Context: an optimization exercise on an open-source flow, tuned for small area and a short achievable clock period. The choices shown serve that exercise and are no tape-out recipe. Function was not checked in any run shown here: the RTL went through the layout flow alone. No activity file was given, so power comes from the tool's default toggle rates.

--- flow/config.mk ---
export PLATFORM = sky130hd
export DESIGN_NAME = fir_gen
export DESIGN_NICKNAME = fir_gen
export VERILOG_FILES = /design/flow/design.v
export SDC_FILE = /design/flow/constraint.sdc
export NUM_CORES = 4
export LEC_CHECK = 0
export CAP_MARGIN = 20
export CORE_MARGIN = 2
export CORE_UTILIZATION = 40
export SETUP_SLACK_MARGIN = 2.5
export SLEW_MARGIN = 20
export SYNTH_HIERARCHICAL = 1
export SYNTH_MINIMUM_KEEP_SIZE = 0
--- flow/constraint.sdc ---
create_clock -name core_clock -period 5.5 [get_ports {clk}]
set_input_delay 1.1000 -clock core_clock [delete_from_list [all_inputs] [get_ports {clk}]]
set_output_delay 1.1000 -clock core_clock [all_outputs]
set_load 0.01 [all_outputs]
--- flow/design.v ---
module fir_gen (input clk, input reset, input Load_x,
    input signed [7:0] x_in, input signed [7:0] c_in, output signed [7:0] y_out);
reg [7:0] c0, c1, c2;
reg [3:0] xo, xt, xn;
reg [15:0] a2s;
reg [15:0] a2c;
reg [16:0] a1s;
reg [16:0] a1c;
reg [7:0] a0s;
reg [7:0] a0c;
reg [0:0] a0k;
wire [8:0] xe = {x_in, 1'b0};
wire [3:0] bo, bt, bn;
genvar gi;
generate for (gi = 0; gi < 4; gi = gi + 1) begin : rec
  assign bo[gi] = xe[2*gi+1] ^ xe[2*gi];
  assign bt[gi] = (xe[2*gi+2] & ~xe[2*gi+1] & ~xe[2*gi]) | (~xe[2*gi+2] & xe[2*gi+1] & xe[2*gi]);
  assign bn[gi] = xe[2*gi+2];
end endgenerate
wire p1;
wire p2;
wire p3;
wire p4;
wire p5;
wire p6;
wire p7;
wire p8;
wire p9;
wire p10;
wire p11;
wire p12;
wire p13;
wire p14;
wire p15;
wire p16;
wire p17;
wire p18;
wire p19;
wire p20;
wire p21;
wire p22;
wire p23;
wire p24;
wire p25;
wire p26;
wire p27;
wire p28;
wire p29;
wire p30;
wire p31;
wire p32;
wire p33;
wire p34;
wire p35;
wire p36;
wire s37;
wire c38;
wire s39;
wire c40;
wire s41;
wire c42;
wire s43;
wire c44;
wire s45;
wire c46;
wire s47;
wire c48;
wire s49;
wire c50;
wire s51;
wire c52;
wire s53;
wire c54;
wire s55;
wire c56;
wire s57;
wire c58;
wire s59;
wire c60;
wire s61;
wire c62;
wire s63;
wire c64;
wire s65;
wire c66;
wire s67;
wire c68;
wire s69;
wire c70;
wire s71;
wire c72;
wire s73;
wire c74;
wire s75;
wire c76;
wire s77;
wire c78;
wire p79;
wire p80;
wire p81;
wire p82;
wire p83;
wire p84;
wire p85;
wire p86;
wire p87;
wire p88;
wire p89;
wire p90;
wire p91;
wire p92;
wire p93;
wire p94;
wire p95;
wire p96;
wire p97;
wire p98;
wire p99;
wire p100;
wire p101;
wire p102;
wire p103;
wire p104;
wire p105;
wire p106;
wire p107;
wire p108;
wire p109;
wire p110;
wire p111;
wire p112;
wire p113;
wire p114;
wire s115;
wire c116;
wire s117;
wire c118;
wire s119;
wire c120;
wire s121;
wire c122;
wire s123;
wire c124;
wire s125;
wire c126;
wire s127;
wire c128;
wire s129;
wire c130;
wire s131;
wire c132;
wire s133;
wire c134;
wire s135;
wire c136;
wire s137;
wire c138;
wire s139;
wire c140;
wire s141;
wire c142;
wire s143;
wire c144;
wire s145;
wire c146;
wire s147;
wire c148;
wire s149;
wire c150;
wire s151;
wire c152;
wire s153;
wire c154;
wire s155;
wire c156;
wire s157;
wire c158;
wire s159;
wire c160;
wire s161;
wire c162;
wire s163;
wire c164;
wire s165;
wire c166;
wire s167;
wire c168;
wire s169;
wire c170;
wire s171;
wire c172;
wire s173;
wire c174;
wire s175;
wire c176;
wire s177;
wire c178;
wire s179;
wire c180;
wire s181;
wire c182;
wire s183;
wire c184;
wire s185;
wire c186;
wire s187;
wire c188;
wire s189;
wire c190;
wire s191;
wire c192;
wire s193;
wire c194;
wire s195;
wire c196;
wire s197;
wire c198;
wire s199;
wire c200;
wire s201;
wire c202;
wire s203;
wire c204;
wire s205;
wire c206;
wire s207;
wire c208;
wire s209;
wire c210;
wire s211;
wire c212;
wire p213;
wire p214;
wire p215;
wire p216;
wire p217;
wire p218;
wire p219;
wire p220;
wire p221;
wire p222;
wire p223;
wire p224;
wire p225;
wire p226;
wire p227;
wire p228;
wire p229;
wire p230;
wire p231;
wire p232;
wire p233;
wire p234;
wire p235;
wire p236;
wire p237;
wire p238;
wire p239;
wire p240;
wire p241;
wire p242;
wire p243;
wire p244;
wire p245;
wire p246;
wire p247;
wire p248;
wire s249;
wire c250;
wire s251;
wire c252;
wire s253;
wire c254;
wire s255;
wire c256;
wire s257;
wire c258;
wire s259;
wire c260;
wire s261;
wire c262;
wire s263;
wire c264;
wire s265;
wire c266;
wire s267;
wire c268;
wire s269;
wire c270;
wire s271;
wire c272;
wire s273;
wire c274;
wire s275;
wire c276;
wire s277;
wire c278;
wire s279;
wire c280;
wire s281;
wire c282;
wire s283;
wire c284;
wire s285;
wire c286;
wire s287;
wire c288;
wire s289;
wire c290;
wire s291;
wire c292;
wire s293;
wire c294;
wire s295;
wire c296;
wire s297;
wire c298;
wire s299;
wire c300;
wire s301;
wire c302;
wire s303;
wire c304;
wire s305;
wire c306;
wire s307;
wire c308;
wire s309;
wire c310;
wire s311;
wire c312;
wire s313;
wire c314;
wire s315;
wire c316;
wire s317;
wire c318;
wire s319;
wire c320;
wire s321;
wire c322;
wire s323;
wire c324;
wire s325;
wire c326;
wire s327;
wire c328;
wire s329;
wire c330;
wire s331;
wire c332;
wire s333;
wire c334;
wire s335;
wire c336;
wire s337;
wire c338;
wire s339;
wire c340;
wire s341;
wire c342;
wire s343;
wire c344;
wire s345;
wire c346;
wire s347;
wire c348;
wire s349;
wire c350;
wire s351;
wire c352;
wire g353;
wire g354;
wire g355;
wire g356;
wire g357;
wire g358;
wire g359;
wire g360;
wire g361;
wire x362;
wire x363;
wire x364;
wire x365;
wire x366;
wire x367;
wire x368;
wire x369;
wire x370;
wire g371;
wire o372;
wire g373;
wire o374;
wire g375;
wire o376;
wire g377;
wire o378;
wire g379;
wire o380;
wire g381;
wire o382;
wire g383;
wire o384;
wire g385;
wire o386;
assign p1 = (xo[0] & c2[0]) ^ xn[0];
assign p2 = ((xo[0] & c2[1]) | (xt[0] & c2[0])) ^ xn[0];
assign p3 = ((xo[0] & c2[2]) | (xt[0] & c2[1])) ^ xn[0];
assign p4 = ((xo[0] & c2[3]) | (xt[0] & c2[2])) ^ xn[0];
assign p5 = ((xo[0] & c2[4]) | (xt[0] & c2[3])) ^ xn[0];
assign p6 = ((xo[0] & c2[5]) | (xt[0] & c2[4])) ^ xn[0];
assign p7 = ((xo[0] & c2[6]) | (xt[0] & c2[5])) ^ xn[0];
assign p8 = ((xo[0] & c2[7]) | (xt[0] & c2[6])) ^ xn[0];
assign p9 = ~(((xo[0] & c2[7]) | (xt[0] & c2[7])) ^ xn[0]);
assign p10 = (xo[1] & c2[0]) ^ xn[1];
assign p11 = ((xo[1] & c2[1]) | (xt[1] & c2[0])) ^ xn[1];
assign p12 = ((xo[1] & c2[2]) | (xt[1] & c2[1])) ^ xn[1];
assign p13 = ((xo[1] & c2[3]) | (xt[1] & c2[2])) ^ xn[1];
assign p14 = ((xo[1] & c2[4]) | (xt[1] & c2[3])) ^ xn[1];
assign p15 = ((xo[1] & c2[5]) | (xt[1] & c2[4])) ^ xn[1];
assign p16 = ((xo[1] & c2[6]) | (xt[1] & c2[5])) ^ xn[1];
assign p17 = ((xo[1] & c2[7]) | (xt[1] & c2[6])) ^ xn[1];
assign p18 = ~(((xo[1] & c2[7]) | (xt[1] & c2[7])) ^ xn[1]);
assign p19 = (xo[2] & c2[0]) ^ xn[2];
assign p20 = ((xo[2] & c2[1]) | (xt[2] & c2[0])) ^ xn[2];
assign p21 = ((xo[2] & c2[2]) | (xt[2] & c2[1])) ^ xn[2];
assign p22 = ((xo[2] & c2[3]) | (xt[2] & c2[2])) ^ xn[2];
assign p23 = ((xo[2] & c2[4]) | (xt[2] & c2[3])) ^ xn[2];
assign p24 = ((xo[2] & c2[5]) | (xt[2] & c2[4])) ^ xn[2];
assign p25 = ((xo[2] & c2[6]) | (xt[2] & c2[5])) ^ xn[2];
assign p26 = ((xo[2] & c2[7]) | (xt[2] & c2[6])) ^ xn[2];
assign p27 = ~(((xo[2] & c2[7]) | (xt[2] & c2[7])) ^ xn[2]);
assign p28 = (xo[3] & c2[0]) ^ xn[3];
assign p29 = ((xo[3] & c2[1]) | (xt[3] & c2[0])) ^ xn[3];
assign p30 = ((xo[3] & c2[2]) | (xt[3] & c2[1])) ^ xn[3];
assign p31 = ((xo[3] & c2[3]) | (xt[3] & c2[2])) ^ xn[3];
assign p32 = ((xo[3] & c2[4]) | (xt[3] & c2[3])) ^ xn[3];
assign p33 = ((xo[3] & c2[5]) | (xt[3] & c2[4])) ^ xn[3];
assign p34 = ((xo[3] & c2[6]) | (xt[3] & c2[5])) ^ xn[3];
assign p35 = ((xo[3] & c2[7]) | (xt[3] & c2[6])) ^ xn[3];
assign p36 = ~(((xo[3] & c2[7]) | (xt[3] & c2[7])) ^ xn[3]);
ha_cell us37 (.a(p7), .b(p14), .s(s37), .co(c38));
ha_cell us39 (.a(p8), .b(p15), .s(s39), .co(c40));
ha_cell us41 (.a(p9), .b(p16), .s(s41), .co(c42));
ha_cell us43 (.a(p5), .b(p12), .s(s43), .co(c44));
ha_cell us45 (.a(p6), .b(p13), .s(s45), .co(c46));
fa_cell us47 (.a(p21), .b(p28), .c(xn[3]), .s(s47), .co(c48));
fa_cell us49 (.a(p22), .b(p29), .c(c38), .s(s49), .co(c50));
fa_cell us51 (.a(p23), .b(p30), .c(c40), .s(s51), .co(c52));
fa_cell us53 (.a(p17), .b(p24), .c(p31), .s(s53), .co(c54));
ha_cell us55 (.a(p18), .b(p25), .s(s55), .co(c56));
ha_cell us57 (.a(p3), .b(p10), .s(s57), .co(c58));
ha_cell us59 (.a(p4), .b(p11), .s(s59), .co(c60));
fa_cell us61 (.a(p19), .b(xn[2]), .c(s43), .s(s61), .co(c62));
fa_cell us63 (.a(p20), .b(c44), .c(s45), .s(s63), .co(c64));
fa_cell us65 (.a(s37), .b(c46), .c(s47), .s(s65), .co(c66));
fa_cell us67 (.a(s39), .b(c48), .c(s49), .s(s67), .co(c68));
fa_cell us69 (.a(s41), .b(c50), .c(s51), .s(s69), .co(c70));
fa_cell us71 (.a(c42), .b(c52), .c(s53), .s(s71), .co(c72));
fa_cell us73 (.a(p32), .b(c54), .c(s55), .s(s73), .co(c74));
fa_cell us75 (.a(p26), .b(p33), .c(c56), .s(s75), .co(c76));
ha_cell us77 (.a(p27), .b(p34), .s(s77), .co(c78));
assign p79 = (xo[0] & c1[0]) ^ xn[0];
assign p80 = ((xo[0] & c1[1]) | (xt[0] & c1[0])) ^ xn[0];
assign p81 = ((xo[0] & c1[2]) | (xt[0] & c1[1])) ^ xn[0];
assign p82 = ((xo[0] & c1[3]) | (xt[0] & c1[2])) ^ xn[0];
assign p83 = ((xo[0] & c1[4]) | (xt[0] & c1[3])) ^ xn[0];
assign p84 = ((xo[0] & c1[5]) | (xt[0] & c1[4])) ^ xn[0];
assign p85 = ((xo[0] & c1[6]) | (xt[0] & c1[5])) ^ xn[0];
assign p86 = ((xo[0] & c1[7]) | (xt[0] & c1[6])) ^ xn[0];
assign p87 = ~(((xo[0] & c1[7]) | (xt[0] & c1[7])) ^ xn[0]);
assign p88 = (xo[1] & c1[0]) ^ xn[1];
assign p89 = ((xo[1] & c1[1]) | (xt[1] & c1[0])) ^ xn[1];
assign p90 = ((xo[1] & c1[2]) | (xt[1] & c1[1])) ^ xn[1];
assign p91 = ((xo[1] & c1[3]) | (xt[1] & c1[2])) ^ xn[1];
assign p92 = ((xo[1] & c1[4]) | (xt[1] & c1[3])) ^ xn[1];
assign p93 = ((xo[1] & c1[5]) | (xt[1] & c1[4])) ^ xn[1];
assign p94 = ((xo[1] & c1[6]) | (xt[1] & c1[5])) ^ xn[1];
assign p95 = ((xo[1] & c1[7]) | (xt[1] & c1[6])) ^ xn[1];
assign p96 = ~(((xo[1] & c1[7]) | (xt[1] & c1[7])) ^ xn[1]);
assign p97 = (xo[2] & c1[0]) ^ xn[2];
assign p98 = ((xo[2] & c1[1]) | (xt[2] & c1[0])) ^ xn[2];
assign p99 = ((xo[2] & c1[2]) | (xt[2] & c1[1])) ^ xn[2];
assign p100 = ((xo[2] & c1[3]) | (xt[2] & c1[2])) ^ xn[2];
assign p101 = ((xo[2] & c1[4]) | (xt[2] & c1[3])) ^ xn[2];
assign p102 = ((xo[2] & c1[5]) | (xt[2] & c1[4])) ^ xn[2];
assign p103 = ((xo[2] & c1[6]) | (xt[2] & c1[5])) ^ xn[2];
assign p104 = ((xo[2] & c1[7]) | (xt[2] & c1[6])) ^ xn[2];
assign p105 = ~(((xo[2] & c1[7]) | (xt[2] & c1[7])) ^ xn[2]);
assign p106 = (xo[3] & c1[0]) ^ xn[3];
assign p107 = ((xo[3] & c1[1]) | (xt[3] & c1[0])) ^ xn[3];
assign p108 = ((xo[3] & c1[2]) | (xt[3] & c1[1])) ^ xn[3];
assign p109 = ((xo[3] & c1[3]) | (xt[3] & c1[2])) ^ xn[3];
assign p110 = ((xo[3] & c1[4]) | (xt[3] & c1[3])) ^ xn[3];
assign p111 = ((xo[3] & c1[5]) | (xt[3] & c1[4])) ^ xn[3];
assign p112 = ((xo[3] & c1[6]) | (xt[3] & c1[5])) ^ xn[3];
assign p113 = ((xo[3] & c1[7]) | (xt[3] & c1[6])) ^ xn[3];
assign p114 = ~(((xo[3] & c1[7]) | (xt[3] & c1[7])) ^ xn[3]);
ha_cell us115 (.a(p85), .b(p92), .s(s115), .co(c116));
ha_cell us117 (.a(p86), .b(p93), .s(s117), .co(c118));
ha_cell us119 (.a(p87), .b(p94), .s(s119), .co(c120));
ha_cell us121 (.a(p81), .b(p88), .s(s121), .co(c122));
ha_cell us123 (.a(p82), .b(p89), .s(s123), .co(c124));
fa_cell us125 (.a(p83), .b(p90), .c(p97), .s(s125), .co(c126));
ha_cell us127 (.a(xn[2]), .b(a2s[4]), .s(s127), .co(c128));
fa_cell us129 (.a(p84), .b(p91), .c(p98), .s(s129), .co(c130));
ha_cell us131 (.a(a2s[5]), .b(a2c[5]), .s(s131), .co(c132));
fa_cell us133 (.a(p99), .b(p106), .c(xn[3]), .s(s133), .co(c134));
fa_cell us135 (.a(a2s[6]), .b(a2c[6]), .c(s115), .s(s135), .co(c136));
fa_cell us137 (.a(p100), .b(p107), .c(a2s[7]), .s(s137), .co(c138));
fa_cell us139 (.a(a2c[7]), .b(c116), .c(s117), .s(s139), .co(c140));
fa_cell us141 (.a(p101), .b(p108), .c(a2s[8]), .s(s141), .co(c142));
fa_cell us143 (.a(a2c[8]), .b(c118), .c(s119), .s(s143), .co(c144));
fa_cell us145 (.a(p95), .b(p102), .c(p109), .s(s145), .co(c146));
fa_cell us147 (.a(a2s[9]), .b(a2c[9]), .c(c120), .s(s147), .co(c148));
fa_cell us149 (.a(p96), .b(p103), .c(p110), .s(s149), .co(c150));
ha_cell us151 (.a(a2s[10]), .b(a2c[10]), .s(s151), .co(c152));
fa_cell us153 (.a(p104), .b(p111), .c(a2s[11]), .s(s153), .co(c154));
ha_cell us155 (.a(p105), .b(p112), .s(s155), .co(c156));
ha_cell us157 (.a(p79), .b(xn[0]), .s(s157), .co(c158));
ha_cell us159 (.a(xn[1]), .b(a2s[2]), .s(s159), .co(c160));
fa_cell us161 (.a(a2s[3]), .b(a2c[3]), .c(c122), .s(s161), .co(c162));
fa_cell us163 (.a(a2c[4]), .b(c124), .c(s125), .s(s163), .co(c164));
fa_cell us165 (.a(c126), .b(c128), .c(s129), .s(s165), .co(c166));
fa_cell us167 (.a(c130), .b(c132), .c(s133), .s(s167), .co(c168));
fa_cell us169 (.a(c134), .b(c136), .c(s137), .s(s169), .co(c170));
fa_cell us171 (.a(c138), .b(c140), .c(s141), .s(s171), .co(c172));
fa_cell us173 (.a(c142), .b(c144), .c(s145), .s(s173), .co(c174));
fa_cell us175 (.a(c146), .b(c148), .c(s149), .s(s175), .co(c176));
fa_cell us177 (.a(a2c[11]), .b(c150), .c(c152), .s(s177), .co(c178));
fa_cell us179 (.a(a2s[12]), .b(a2c[12]), .c(c154), .s(s179), .co(c180));
fa_cell us181 (.a(p113), .b(a2s[13]), .c(a2c[13]), .s(s181), .co(c182));
ha_cell us183 (.a(a2s[0]), .b(a2c[0]), .s(s183), .co(c184));
fa_cell us185 (.a(p80), .b(a2s[1]), .c(c158), .s(s185), .co(c186));
fa_cell us187 (.a(a2c[2]), .b(s121), .c(s159), .s(s187), .co(c188));
fa_cell us189 (.a(s123), .b(c160), .c(s161), .s(s189), .co(c190));
fa_cell us191 (.a(s127), .b(c162), .c(s163), .s(s191), .co(c192));
fa_cell us193 (.a(s131), .b(c164), .c(s165), .s(s193), .co(c194));
fa_cell us195 (.a(s135), .b(c166), .c(s167), .s(s195), .co(c196));
fa_cell us197 (.a(s139), .b(c168), .c(s169), .s(s197), .co(c198));
fa_cell us199 (.a(s143), .b(c170), .c(s171), .s(s199), .co(c200));
fa_cell us201 (.a(s147), .b(c172), .c(s173), .s(s201), .co(c202));
fa_cell us203 (.a(s151), .b(c174), .c(s175), .s(s203), .co(c204));
fa_cell us205 (.a(s153), .b(c176), .c(s177), .s(s205), .co(c206));
fa_cell us207 (.a(s155), .b(c178), .c(s179), .s(s207), .co(c208));
fa_cell us209 (.a(c156), .b(c180), .c(s181), .s(s209), .co(c210));
fa_cell us211 (.a(p114), .b(a2s[14]), .c(c182), .s(s211), .co(c212));
assign p213 = (xo[0] & c0[0]) ^ xn[0];
assign p214 = ((xo[0] & c0[1]) | (xt[0] & c0[0])) ^ xn[0];
assign p215 = ((xo[0] & c0[2]) | (xt[0] & c0[1])) ^ xn[0];
assign p216 = ((xo[0] & c0[3]) | (xt[0] & c0[2])) ^ xn[0];
assign p217 = ((xo[0] & c0[4]) | (xt[0] & c0[3])) ^ xn[0];
assign p218 = ((xo[0] & c0[5]) | (xt[0] & c0[4])) ^ xn[0];
assign p219 = ((xo[0] & c0[6]) | (xt[0] & c0[5])) ^ xn[0];
assign p220 = ((xo[0] & c0[7]) | (xt[0] & c0[6])) ^ xn[0];
assign p221 = ~(((xo[0] & c0[7]) | (xt[0] & c0[7])) ^ xn[0]);
assign p222 = (xo[1] & c0[0]) ^ xn[1];
assign p223 = ((xo[1] & c0[1]) | (xt[1] & c0[0])) ^ xn[1];
assign p224 = ((xo[1] & c0[2]) | (xt[1] & c0[1])) ^ xn[1];
assign p225 = ((xo[1] & c0[3]) | (xt[1] & c0[2])) ^ xn[1];
assign p226 = ((xo[1] & c0[4]) | (xt[1] & c0[3])) ^ xn[1];
assign p227 = ((xo[1] & c0[5]) | (xt[1] & c0[4])) ^ xn[1];
assign p228 = ((xo[1] & c0[6]) | (xt[1] & c0[5])) ^ xn[1];
assign p229 = ((xo[1] & c0[7]) | (xt[1] & c0[6])) ^ xn[1];
assign p230 = ~(((xo[1] & c0[7]) | (xt[1] & c0[7])) ^ xn[1]);
assign p231 = (xo[2] & c0[0]) ^ xn[2];
assign p232 = ((xo[2] & c0[1]) | (xt[2] & c0[0])) ^ xn[2];
assign p233 = ((xo[2] & c0[2]) | (xt[2] & c0[1])) ^ xn[2];
assign p234 = ((xo[2] & c0[3]) | (xt[2] & c0[2])) ^ xn[2];
assign p235 = ((xo[2] & c0[4]) | (xt[2] & c0[3])) ^ xn[2];
assign p236 = ((xo[2] & c0[5]) | (xt[2] & c0[4])) ^ xn[2];
assign p237 = ((xo[2] & c0[6]) | (xt[2] & c0[5])) ^ xn[2];
assign p238 = ((xo[2] & c0[7]) | (xt[2] & c0[6])) ^ xn[2];
assign p239 = ~(((xo[2] & c0[7]) | (xt[2] & c0[7])) ^ xn[2]);
assign p240 = (xo[3] & c0[0]) ^ xn[3];
assign p241 = ((xo[3] & c0[1]) | (xt[3] & c0[0])) ^ xn[3];
assign p242 = ((xo[3] & c0[2]) | (xt[3] & c0[1])) ^ xn[3];
assign p243 = ((xo[3] & c0[3]) | (xt[3] & c0[2])) ^ xn[3];
assign p244 = ((xo[3] & c0[4]) | (xt[3] & c0[3])) ^ xn[3];
assign p245 = ((xo[3] & c0[5]) | (xt[3] & c0[4])) ^ xn[3];
assign p246 = ((xo[3] & c0[6]) | (xt[3] & c0[5])) ^ xn[3];
assign p247 = ((xo[3] & c0[7]) | (xt[3] & c0[6])) ^ xn[3];
assign p248 = ~(((xo[3] & c0[7]) | (xt[3] & c0[7])) ^ xn[3]);
ha_cell us249 (.a(p219), .b(p226), .s(s249), .co(c250));
ha_cell us251 (.a(p220), .b(p227), .s(s251), .co(c252));
assign s253 = ~(p221 ^ p228);
assign c254 = p221 | p228;
ha_cell us255 (.a(p215), .b(p222), .s(s255), .co(c256));
ha_cell us257 (.a(p216), .b(p223), .s(s257), .co(c258));
fa_cell us259 (.a(p217), .b(p224), .c(p231), .s(s259), .co(c260));
ha_cell us261 (.a(xn[2]), .b(a1s[4]), .s(s261), .co(c262));
fa_cell us263 (.a(p218), .b(p225), .c(p232), .s(s263), .co(c264));
ha_cell us265 (.a(a1s[5]), .b(a1c[5]), .s(s265), .co(c266));
fa_cell us267 (.a(p233), .b(p240), .c(xn[3]), .s(s267), .co(c268));
fa_cell us269 (.a(a1s[6]), .b(a1c[6]), .c(s249), .s(s269), .co(c270));
fa_cell us271 (.a(p234), .b(p241), .c(a1s[7]), .s(s271), .co(c272));
fa_cell us273 (.a(a1c[7]), .b(c250), .c(s251), .s(s273), .co(c274));
fa_cell us275 (.a(p235), .b(p242), .c(a1s[8]), .s(s275), .co(c276));
fa_cell us277 (.a(a1c[8]), .b(c252), .c(s253), .s(s277), .co(c278));
fa_cell us279 (.a(p229), .b(p236), .c(p243), .s(s279), .co(c280));
fa_cell us281 (.a(a1s[9]), .b(a1c[9]), .c(c254), .s(s281), .co(c282));
fa_cell us283 (.a(p230), .b(p237), .c(p244), .s(s283), .co(c284));
ha_cell us285 (.a(a1s[10]), .b(a1c[10]), .s(s285), .co(c286));
fa_cell us287 (.a(p238), .b(p245), .c(a1s[11]), .s(s287), .co(c288));
ha_cell us289 (.a(p239), .b(p246), .s(s289), .co(c290));
ha_cell us291 (.a(p213), .b(xn[0]), .s(s291), .co(c292));
ha_cell us293 (.a(p214), .b(a1s[1]), .s(s293), .co(c294));
fa_cell us295 (.a(xn[1]), .b(a1s[2]), .c(a1c[2]), .s(s295), .co(c296));
fa_cell us297 (.a(a1s[3]), .b(a1c[3]), .c(c256), .s(s297), .co(c298));
fa_cell us299 (.a(a1c[4]), .b(c258), .c(s259), .s(s299), .co(c300));
fa_cell us301 (.a(c260), .b(c262), .c(s263), .s(s301), .co(c302));
fa_cell us303 (.a(c264), .b(c266), .c(s267), .s(s303), .co(c304));
fa_cell us305 (.a(c268), .b(c270), .c(s271), .s(s305), .co(c306));
fa_cell us307 (.a(c272), .b(c274), .c(s275), .s(s307), .co(c308));
fa_cell us309 (.a(c276), .b(c278), .c(s279), .s(s309), .co(c310));
fa_cell us311 (.a(c280), .b(c282), .c(s283), .s(s311), .co(c312));
fa_cell us313 (.a(a1c[11]), .b(c284), .c(c286), .s(s313), .co(c314));
fa_cell us315 (.a(a1s[12]), .b(a1c[12]), .c(c288), .s(s315), .co(c316));
fa_cell us317 (.a(p247), .b(a1s[13]), .c(a1c[13]), .s(s317), .co(c318));
ha_cell us319 (.a(p248), .b(a1s[14]), .s(s319), .co(c320));
ha_cell us321 (.a(a1s[0]), .b(a1c[0]), .s(s321), .co(c322));
fa_cell us323 (.a(a1c[1]), .b(c292), .c(s293), .s(s323), .co(c324));
fa_cell us325 (.a(s255), .b(c294), .c(s295), .s(s325), .co(c326));
fa_cell us327 (.a(s257), .b(c296), .c(s297), .s(s327), .co(c328));
fa_cell us329 (.a(s261), .b(c298), .c(s299), .s(s329), .co(c330));
fa_cell us331 (.a(s265), .b(c300), .c(s301), .s(s331), .co(c332));
fa_cell us333 (.a(s269), .b(c302), .c(s303), .s(s333), .co(c334));
fa_cell us335 (.a(s273), .b(c304), .c(s305), .s(s335), .co(c336));
fa_cell us337 (.a(s277), .b(c306), .c(s307), .s(s337), .co(c338));
fa_cell us339 (.a(s281), .b(c308), .c(s309), .s(s339), .co(c340));
fa_cell us341 (.a(s285), .b(c310), .c(s311), .s(s341), .co(c342));
fa_cell us343 (.a(s287), .b(c312), .c(s313), .s(s343), .co(c344));
fa_cell us345 (.a(s289), .b(c314), .c(s315), .s(s345), .co(c346));
fa_cell us347 (.a(c290), .b(c316), .c(s317), .s(s347), .co(c348));
fa_cell us349 (.a(a1c[14]), .b(c318), .c(s319), .s(s349), .co(c350));
ha_cell us351 (.a(a1s[15]), .b(c320), .s(s351), .co(c352));
assign g353 = s291 & s321;
assign g354 = c322 & s323;
assign g355 = c324 & s325;
assign g356 = c326 & s327;
assign g357 = c328 & s329;
assign g358 = c330 & s331;
assign g359 = c332 & s333;
assign g360 = c334 & s335;
assign g361 = c336 & s337;
assign x362 = s291 ^ s321;
assign x363 = c322 ^ s323;
assign x364 = c324 ^ s325;
assign x365 = c326 ^ s327;
assign x366 = c328 ^ s329;
assign x367 = c330 ^ s331;
assign x368 = c332 ^ s333;
assign x369 = c334 ^ s335;
assign x370 = c336 ^ s337;
assign g371 = x363 & g353;
assign o372 = g354 | g371;
assign g373 = x364 & o372;
assign o374 = g355 | g373;
assign g375 = x365 & o374;
assign o376 = g356 | g375;
assign g377 = x366 & o376;
assign o378 = g357 | g377;
assign g379 = x367 & o378;
assign o380 = g358 | g379;
assign g381 = x368 & o380;
assign o382 = g359 | g381;
assign g383 = x369 & o382;
assign o384 = g360 | g383;
assign g385 = x370 & o384;
assign o386 = g361 | g385;
always @(posedge clk or posedge reset)
  if (reset) begin
    xo <= 4'd0; xt <= 4'd0; xn <= 4'd0; c0 <= 8'd0; c1 <= 8'd0; c2 <= 8'd0;
    a2s <= 16'd21760; a2c <= 16'd0; a1s <= 17'd43520; a1c <= 17'd0; a0s <= 8'd0; a0c <= 8'd0; a0k <= 1'd0;
  end else begin
    if (Load_x) begin xo <= bo; xt <= bt; xn <= bn; end
    if (!Load_x) begin c2 <= c_in; c1 <= c2; c0 <= c1; end
        a2s <= {1'b0,p36,p35,c76,c74,c72,c70,c68,c66,c64,c62,c60,c58,xn[1],p2,p1};
    a2c <= {1'b0,1'b0,c78,s77,s75,s73,s71,s69,s67,s65,s63,s61,s59,s57,1'b0,xn[0]};
    a1s <= {1'b0,c212,c210,c208,c206,c204,c202,c200,c198,c196,c194,c192,c190,c188,c186,c184,s157};
    a1c <= {1'b0,1'b0,s211,s209,s207,s205,s203,s201,s199,s197,s195,s193,s191,s189,s187,s185,s183};
    a0s <= {1'b1,c350,c348,c346,c344,c342,c340,c338};
    a0c <= {c352,s351,s349,s347,s345,s343,s341,s339};
    a0k <= {o386};
  end
assign y_out = {a0s[7],a0s[6],a0s[5],a0s[4],a0s[3],a0s[2],a0s[1],a0s[0]} + {a0c[7],a0c[6],a0c[5],a0c[4],a0c[3],a0c[2],a0c[1],a0c[0]} + {7'd0, a0k[0]};
endmodule
module fa_cell (input a, input b, input c, output s, output co);
assign {co, s} = a + b + c;
endmodule
module ha_cell (input a, input b, output s, output co);
assign {co, s} = a + b;
endmodule
--- flow/run.sh ---
#!/bin/bash
# synth_recipe.tcl (not shown) runs the flow's synth.tcl, then flattens the netlist and writes it again
# the make line also repeats each setting of config.mk as NAME=value (left out here)
make -C /OpenROAD-flow-scripts/flow DESIGN_CONFIG=/design/flow/config.mk WORK_HOME=/design/flow/orfs CLKGATE_MAP_FILE= SYNTH_SCRIPT=/design/flow/synth_recipe.tcl finish
==> summary.md, run 1 <==
| Metric | Value |
|---|---|
| Cell with the biggest individual delay on the critical path | sky130_fd_sc_hd__dfrtp_1 |
| Proportion of synthesized flip-flops having asynchronous set or reset | 100% |
| Unrepaired setup endpoints after global routing | true |
| Most used standard cells in the synthesized netlist | sky130_fd_sc_hd__dfrtp_1, sky130_fd_sc_hd__xnor2_1, sky130_fd_sc_hd__fa_1, sky130_fd_sc_hd__a22oi_1, sky130_fd_sc_hd__ha_1 |
| Synth Warn # | 7 |
| Final setup violation count | 0 |
| Floorplan row count | 51 |
| Power per unit of standard cell area | 636 nW/um2 |
| Cell chosen for the clock root | sky130_fd_sc_hd__clkbuf_16 |
| Peak supply drop | 0.324 mV |
| H-tree levels | 3 |
| Crit-path max FO | 3 |
| Number of filler cells placed in the layout | 1749 |
| Initial core utilization | 40.8% |
| Clock tree from TritonCTS | built |
| Seq/Total Area, Yosys | 35.5% |
| Register bit count reported by yosys | 112 |
| DIE AREA | 21000 um2 |
| Required time of the critical path | 4400 ps |
| Vias per cell | 5.34 |
| Standard cell core area | 19500 um2 |
| Setup TNS Final | 0 ps |
| Leading cell types by total area after synthesis | sky130_fd_sc_hd__dfrtp_1, sky130_fd_sc_hd__fa_1, sky130_fd_sc_hd__xnor2_1 |
| RePlAce Congestion | 0.826 |
| Power, Total | 5.71 mW |
| Worst-path clk slew | 80 ps |
| Count of unresolved DRC violations after routing | 0 |
| Violation count after the first detailed-routing iteration | 239 |
| Actual transition at the worst max-transition pin | 958 ps |
| Boundary Pins | 27 |
| Final setup margin | 2260 ps |
| Max Cap Violations | 0 |
| Die X | 145 um |
| Number of optimization iterations in the first detailed-route pass | 5 |
| Max-slew violation total from the final report | 0 |
| Net count after synthesis | 794 |
| Netlist cell types | 31 |
| Initial antenna violation count | 0 |
| Share of the cycle needed by the critical path after routing | 58.8% |
| Number of global-route vias before repair | 5606 |
| Post-place setup slack | 2000 ps |
| Count of nets after finishing | 798 |
| Max stage delay on crit path | 370 ps |
| Cell breakdown of the critical path | inv_2, fa_2, inv_2, fa_2, a211oi_2, o21bai_1, a21oi_1, xnor2_1, buf_2 |
| Startpoint type of the worst setup path | flop |
| Post-detail-place hpwl | 11800 um |
| IO Port Bufs | 26 |
| Synth Flop Type | sky130_fd_sc_hd__dfrtp_1 |
| DRT antenna net count | 0 |
| CP endpoint kind | output pin |
| Static leakage | 3.63 nW |
| Fin Hold WS | 487 ps |
| Crit path buffers/inverters | 3 |
| Fin Clk Skew | 4.44 ps |
| Maximum clock path buffer count | 2 |
| Number of enable flip-flop cells after synthesis | 0 |
| Height of the die | 145 um |
| Clock latency on the worst-skew pair | 360 ps |
| Count of antenna diodes in the layout | 0 |
| Total Routed Length | 16800 um |
| Largest net degree at the start of global routing | 57 |
| Global router's overall resource usage | 17.7% |
| Synthesized instance count | 637 |
| Post-synthesis area per instance | 12.5 um2 |
| Top cell type's share of synthesized area | 32.8% |
| Hold Crit Class | reg2reg |
| Share of layout cells above drive strength 1 | 20.4% |
| Cell type with the highest aggregate area in the netlist | sky130_fd_sc_hd__dfrtp_1 |
| Worst slew margin relative to its limit | 36.1% |
| Number of buffers inserted for hold repair after clock tree synthesis | 0 |
| Placement Cell Area | 8400 um2 |
| Post-synthesis cell area | 7930 um2 |
| Congestion Overflow GR | 0 |
| Final cell area excluding filler cells | 8980 um2 |
| Wire length per cell after detailed routing | 18.5 um |
| Number of failing hold endpoints at the final stage | 0 |
| Vias post-DR | 4861 |
| Post-route minimum period | 3240 ps |
| Status | complete, no violations |
| Type of the setup path with the least slack | reg2out |
| Delay-heaviest family, CP | adder cells |
| Global-route wire length before repair | 28700 um |
| Number of CTS-inserted buffers | 9 |
| Clk sinks | 112 |
| Area overhead of the layout relative to synthesis | 13.2% |
| Data arrival time of the worst path | 2140 ps |
| Fmax | 309 MHz |
==> flip-flops by register name (all words and copies together) (netlist names) <==
name  count
a0c       8
a1c      15
a0k       1
c0        8
xo        4
xt        4
xn        4
a2c      13
c2        8
a2s      15
a0s       8
c1        8
a1s      16
==> worst reg2reg max path, stage by stage, from the launching register on <==
cell                       delay (ps)
sky130_fd_sc_hd__dfrtp_1          410
sky130_fd_sc_hd__buf_12           150
sky130_fd_sc_hd__a22oi_2          210
sky130_fd_sc_hd__xnor2_1          150
sky130_fd_sc_hd__ha_1             280
sky130_fd_sc_hd__fa_2             350
sky130_fd_sc_hd__fa_1             500
sky130_fd_sc_hd__fa_1             420
sky130_fd_sc_hd__ha_2             190
sky130_fd_sc_hd__nor3_2           160
sky130_fd_sc_hd__nand2_1           80
sky130_fd_sc_hd__a211oi_2         180
sky130_fd_sc_hd__a21oi_2           50
==> cell usage in the layout (no fill, tap or decap), types with 15 or more instances in the layout <==
cell type                         count
sky130_fd_sc_hd__buf_4               19
sky130_fd_sc_hd__clkdlybuf4s50_1     18
sky130_fd_sc_hd__fa_1                84
sky130_fd_sc_hd__a22oi_1             73
sky130_fd_sc_hd__xnor2_1            101
sky130_fd_sc_hd__dfrtp_1             96
sky130_fd_sc_hd__o21ai_0             15
sky130_fd_sc_hd__mux2_2              28
sky130_fd_sc_hd__nand2_1             19
sky130_fd_sc_hd__ha_1                45
==> final timing paths <==
kind	from	end	slack [ps]	cells past startpoint
max	a0s[0]$_DFF_PP0_	y_out[6]	2260	9
max in group asynchronous	reset	xt[0]$_DFFE_PP0P_	3640	3
min reg2reg	a2c[0]$_DFF_PP0_	a1c[0]$_DFF_PP0_	490	1
min	a2c[0]$_DFF_PP0_	a1c[0]$_DFF_PP0_	490	1
max reg2reg	xo[0]$_DFFE_PP0P_	a0k$_DFF_PP0_	2270	12
min in group asynchronous	reset	c1[6]$_DFFE_PP0N_	1300	3
==> cell type report <==
class	count	area, um2	area share, %
Clock buffer	9	225	2.51
Tap cell	265	332	3.69
Inverter	12	48.8	0.543
Sequential cell	112	2830	31.5
Timing Repair Buffer	54	524	5.84
Clock inverter	7	65.1	0.725
Multi-Input combinational cell	452	4960	55.2
==> cell families after synthesis <==
group,synth area share [%]
other,0.0473
multiplexers,4.10
XOR/XNOR,12.8
buffers and inverters,4.07
adder cells (fa/ha/maj),30.2
flip-flops,35.5
AO/OA/AOI/OAI,11.0
AND/OR/NAND/NOR,2.30
==> layer usage <==
metal	track usage, %	wire [um]	vias to the layer above
li1	-	-	2175
met1	22.6	7390	2546
met2	30.8	8570	117
met3	2.57	568	23
met4	5.88	302	0
met5	0	0	-
==> modules after synthesis (local to each module, per instance) <==
module | cells inside | cell area [um2] | flip-flops and latches
ha_cell | 1 | 12.5 | 0
fir_gen | 516 | 5760 | 112
fa_cell | 1 | 20.0 | 0
==> through the flow <==
step	utilization, %	std cells
6_report	46.1	911
4_1_cts	46.0	909
3_5_place_dp	43.2	882
5_1_grt	46.1	911
2_1_floorplan	-	637
3_3_place_gp	43.2	882
==> what timing repair did <==
action	CTS	global route
pin swaps	12	6
setup buffers	10	2
gates resized for setup	59	18
endpoints found under the setup margin	19	10
endpoints found under the hold margin	0	0
gates cloned	1	0
==> power breakdown <==
group / switching (mW) / internal (mW) / total (mW) / leakage [nW]
clock network: 0.324 / 0.318 / 0.641 / 0.142
registers: 0.239 / 1.20 / 1.44 / 1.31
logic: 1.81 / 1.82 / 3.63 / 2.18
==> run 2, diff against run 1 <==
--- a/flow/config.mk
+++ b/flow/config.mk
@@ -8,7 +8,7 @@
 export CAP_MARGIN = 20
 export CORE_MARGIN = 2
 export CORE_UTILIZATION = 40
-export SETUP_SLACK_MARGIN = 2.5
+export SETUP_SLACK_MARGIN = 3.0
 export SLEW_MARGIN = 20
 export SYNTH_HIERARCHICAL = 1
 export SYNTH_MINIMUM_KEEP_SIZE = 0
==> summary.md, run 2 <==
| Metric | Value |
|---|---|
| Fin Clk Skew | 11.3 ps (+6.81 ps) |
| Largest registers in the final layout | a1s: 16 flops, a1c: 15 flops, a2s: 15 flops |
| Hold Crit Class | reg2reg |
| Cell count after placement | 881 (-0.11%) |
| Cell chosen for the clock root | sky130_fd_sc_hd__clkbuf_16 |
| Worst-path clk slew | 80 ps (about the same) |
| DRT antenna net count | 0 (unchanged) |
| Static leakage | 3.81 nW (+5.0%) |
| Switch Pwr | 2.50 mW (+5.1%) |
| Count of antenna diodes in the layout | 0 (unchanged) |
| Number of global-route vias before repair | 5601 (-0.089%) |
| Max-slew violation total from the final report | 0 (unchanged) |
| Top cell type's share of synthesized area | 32.8% (unchanged) |
| Share of layout cells above drive strength 1 | 34.1% (+14 points) |
| Floorplan row count | 51 (unchanged) |
| Biggest register | a1s |
| Cell occurring most often along the worst timing path | sky130_fd_sc_hd__fa_1 |
| Max Cap Violations | 0 (unchanged) |
| Die X | 145 um (unchanged) |
| Synth Warn # | 7 (unchanged) |
| Sequential cell fraction of total power | 24.1% (-1.0 points) |
| Synthesized instance count | 637 (unchanged) |
| DIE AREA | 21000 um2 (unchanged) |
| Max stage delay on crit path | 590 ps (+220 ps) |
| Vias per cell | 5.25 (-1.5%) |
| Status | complete, no violations |
| Final setup margin | 2230 ps (-36.3 ps) |
| Maximum clock path buffer count | 2 (unchanged) |
| Congestion Overflow GR | 0 (unchanged) |
| Fin Hold WS | 489 ps (+1.56 ps) |
| Count of nets after finishing | 817 (+2.4%) |
| Worst slew margin relative to its limit | 37.0% (+0.86 points) |
| Global router's overall resource usage | 18.5% (+0.80 points) |
| Initial core utilization | 40.8% (unchanged) |
| Cell type with the highest aggregate area in the netlist | sky130_fd_sc_hd__dfrtp_1 |
| Actual transition at the worst max-transition pin | 945 ps (-12.9 ps) |
| Sequential cell area | 2840 um2 (+0.35%) |
| Net count after synthesis | 794 (unchanged) |
| Fmax | 306 MHz (-1.1%) |
| Data arrival time of the worst path | 3520 ps (+1380 ps) |
| Wire length per cell after detailed routing | 19.0 um (+3.0%) |
| Startpoint type of the worst setup path | flop |
| Peak supply drop | 0.292 mV (-9.8%) |
| Standard cell core area | 19500 um2 (unchanged) |
| Largest net degree at the start of global routing | 52 (-8.8%) |
| Clock latency on the worst-skew pair | 360 ps (about the same) |
| Number of enable flip-flop cells after synthesis | 0 (unchanged) |
| Setup TNS Final | 0 ps (unchanged) |
| CP endpoint kind | flop |
| Commonest cells after routing, fill and taps aside | sky130_fd_sc_hd__xnor2_1, sky130_fd_sc_hd__dfrtp_1, sky130_fd_sc_hd__a22oi_1, sky130_fd_sc_hd__fa_1, sky130_fd_sc_hd__ha_1 |
| Power per unit of standard cell area | 631 nW/um2 (-0.78%) |
| Number of optimization iterations in the first detailed-route pass | 5 (unchanged) |
| Height of the die | 145 um (unchanged) |
| Seq/Total Area, Yosys | 35.5% (unchanged) |
| Crit-path max FO | 27 (+24) |
| Synth Flop Type | sky130_fd_sc_hd__dfrtp_1 |
| Type of the setup path with the least slack | reg2reg |
| Boundary Pins | 27 (unchanged) |
| Netlist cell types | 31 (unchanged) |
| Cell breakdown of the critical path | buf_12, a22oi_2, xnor2_2, fa_1, fa_1, fa_1, ha_4, nand4_1, a21oi_2, a211oi_2, a21oi_1 |
| Non-filler cells in the finished layout | 930 (+2.1%) |
| Initial antenna violation count | 0 (unchanged) |
| RePlAce Congestion | 0.826 (about the same) |
| Switching power as a share of total power | 41.4% (-0.22 points) |
| Global-route wire length before repair | 29500 um (+3.0%) |
| Final setup violation count | 0 (unchanged) |
| Share of total power in combinational logic | 65.2% (+1.6 points) |
| IO Port Bufs | 26 (unchanged) |
| Post-route minimum period | 3270 ps (+36.3 ps) |
| Most used standard cells in the synthesized netlist | sky130_fd_sc_hd__dfrtp_1, sky130_fd_sc_hd__xnor2_1, sky130_fd_sc_hd__fa_1, sky130_fd_sc_hd__a22oi_1, sky130_fd_sc_hd__ha_1 |
| Post-synthesis cell area | 7930 um2 (unchanged) |
| Number of failing hold endpoints at the final stage | 0 (unchanged) |
| Total Routed Length | 17700 um (+5.1%) |
| Unrepaired setup endpoints after global routing | true |
| Count of unresolved DRC violations after routing | 0 (unchanged) |
| Proportion of synthesized flip-flops having asynchronous set or reset | 100% (unchanged) |
| Power, Total | 6.04 mW (+5.7%) |
| Most frequent standard cell in the layout excluding fill and tap cells | sky130_fd_sc_hd__xnor2_1 |
| Clk sinks | 112 (unchanged) |
| Multi-input combinational cell area | 5250 um2 (+5.9%) |
| Share of the cycle needed by the critical path after routing | 59.5% (+0.66 points) |
| Post-synthesis area per instance | 12.5 um2 (unchanged) |
| Clock tree from TritonCTS | built |
| Number of buffers inserted for hold repair after clock tree synthesis | 0 (unchanged) |
| Leading cell types by total area after synthesis | sky130_fd_sc_hd__dfrtp_1, sky130_fd_sc_hd__fa_1, sky130_fd_sc_hd__xnor2_1 |
| Post-detail-place hpwl | 12100 um (+2.1%) |
| Number of filler cells placed in the layout | 1689 (-3.4%) |
| Register bit count reported by yosys | 112 (unchanged) |
| Post-place setup slack | 1880 ps (-125 ps) |
| Cell with the biggest individual delay on the critical path | sky130_fd_sc_hd__fa_1 |
| Share of total power in the clock network | 10.6% (-0.6 points) |
| Area overhead of the layout relative to synthesis | 20.6% |
| H-tree levels | 3 (unchanged) |
| Number of flip-flops in the largest register | 16 (unchanged) |
| Required time of the critical path | 5750 ps (+1350 ps) |
| Pint | 3.54 mW (+6.1%) |
| Violation count after the first detailed-routing iteration | 258 (+7.9%) |
| Vias post-DR | 4886 (+0.51%) |
| Number of CTS-inserted buffers | 9 (unchanged) |
==> run 2: cell type report <==
cell class,count,area share [%]
clock buffer,10,2.50
tap,265,3.47
multi-input combinational,452,54.9
sequential,112,29.6
clock inverter,6,0.497
timing repair buffer,73,8.48
inverter,12,0.510
==> run 2: worst max-delay path, delay by kind of cell, from the launching register on <==
kind,cells,cell delay [ps]
AOI/OAI and AO/OA,4,560
xor gates and xnor gates,1,110
adders and majority gates,4,1780
buffers and inverters,1,180
DFF,1,410
and+or+nand+nor,1,100
==> run 2: power groups by stage <==
stage	Clock, mW	Combinational [mW]	Sequential [mW]
after detailed placement	0	3.48	1.46
after global routing	0.690	4.51	1.49
after global placement	0	3.31	1.46
final	0.642	3.94	1.46
after CTS	0.656	3.80	1.46
after floorplan	0	2.56	1.32
==> run 2: logic make-up after synthesis <==
group	share of synthesized area, %
AO/OA/AOI/OAI	11.0
flip-flops	35.5
other	0.0473
adder cells (fa/ha/maj)	30.2
XOR/XNOR	12.8
buffers and inverters	4.07
AND/OR/NAND/NOR	2.30
multiplexers	4.10
==> run 2: path summary, 6_finish.rpt <==
path | endpoint | from | cells past startpoint | slack [ps]
max reg2reg | a0k$_DFF_PP0_ | xo[2]$_DFFE_PP0P_ | 11 | 2230
max in group asynchronous | xn[1]$_DFFE_PP0P_ | reset | 3 | 3490
min reg2reg | a1c[0]$_DFF_PP0_ | a2c[0]$_DFF_PP0_ | 1 | 490
min | a1c[0]$_DFF_PP0_ | a2c[0]$_DFF_PP0_ | 1 | 490
min in group asynchronous | c1[6]$_DFFE_PP0N_ | reset | 2 | 1050
max | a0k$_DFF_PP0_ | xo[2]$_DFFE_PP0P_ | 11 | 2230
==> run 2: metrics by stage <==
stage | util, % | area (um2)
final | 49.1 | 9570
after global routing | 49.1 | 9570
after CTS | 48.3 | 9400
after detailed placement | 43.5 | 8470
after global placement | 43.5 | 8470
after floorplan | - | 8130
==> run 2: per-module statistics from Yosys, one instance, submodules excluded <==
| module | cells inside | times used | cell area (um2) |
|---|---|---|---|
| fir_gen | 516 | 1 | 5760 |
| fa_cell | 1 | 87 | 20.0 |
| ha_cell | 1 | 34 | 12.5 |
==> run 2: what timing repair did <==
| action | 4_1_cts | 5_1_grt |
|---|---|---|
| setup endpoints to repair | 48 | 42 |
| pin swaps | 48 | 22 |
| resized for setup | 149 | 28 |
| gates cloned | 2 | 0 |
| setup buffers | 25 | 6 |
==> run 2: routing by layer <==
metal | GRT usage [%] | up-vias | wire length (um)
li1 | - | 2221 | -
met1 | 23.2 | 2548 | 7660
met2 | 32.1 | 101 | 9170
met3 | 3.32 | 16 | 609
met4 | 6.49 | 0 | 256
met5 | 0 | - | 0

re-timing with driven ports:
The results above use ideal ports. As a check the final layouts listed here were re-extracted and re-timed, cells and wires unchanged.
Step 1 (the two cells are an assumption about what drives the block):
set clk [get_ports {clk}]
set_driving_cell -lib_cell sky130_fd_sc_hd__clkbuf_16 $clk
set_driving_cell -lib_cell sky130_fd_sc_hd__buf_2 [delete_from_list [all_inputs] $clk]
Step 2 moves the port delays by t, midway between the first and last clock arrival at a register: inputs arrive t later, outputs are due t later. That takes back most of the time a late clock gives input paths.
a / b / c = ideal ports / drivers / drivers and shift; a / b = the first two.
run | t, ns | slack for setup (ns) | worst register clock-pin slew, ns
run 1 | 0.400 | 2.264 / 2.226 / 2.269 | 0.08 / 0.08
run 2 | 0.397 | 2.227 / 2.220 / 2.227 | 0.08 / 0.08
After both steps every run listed still meets setup and hold.
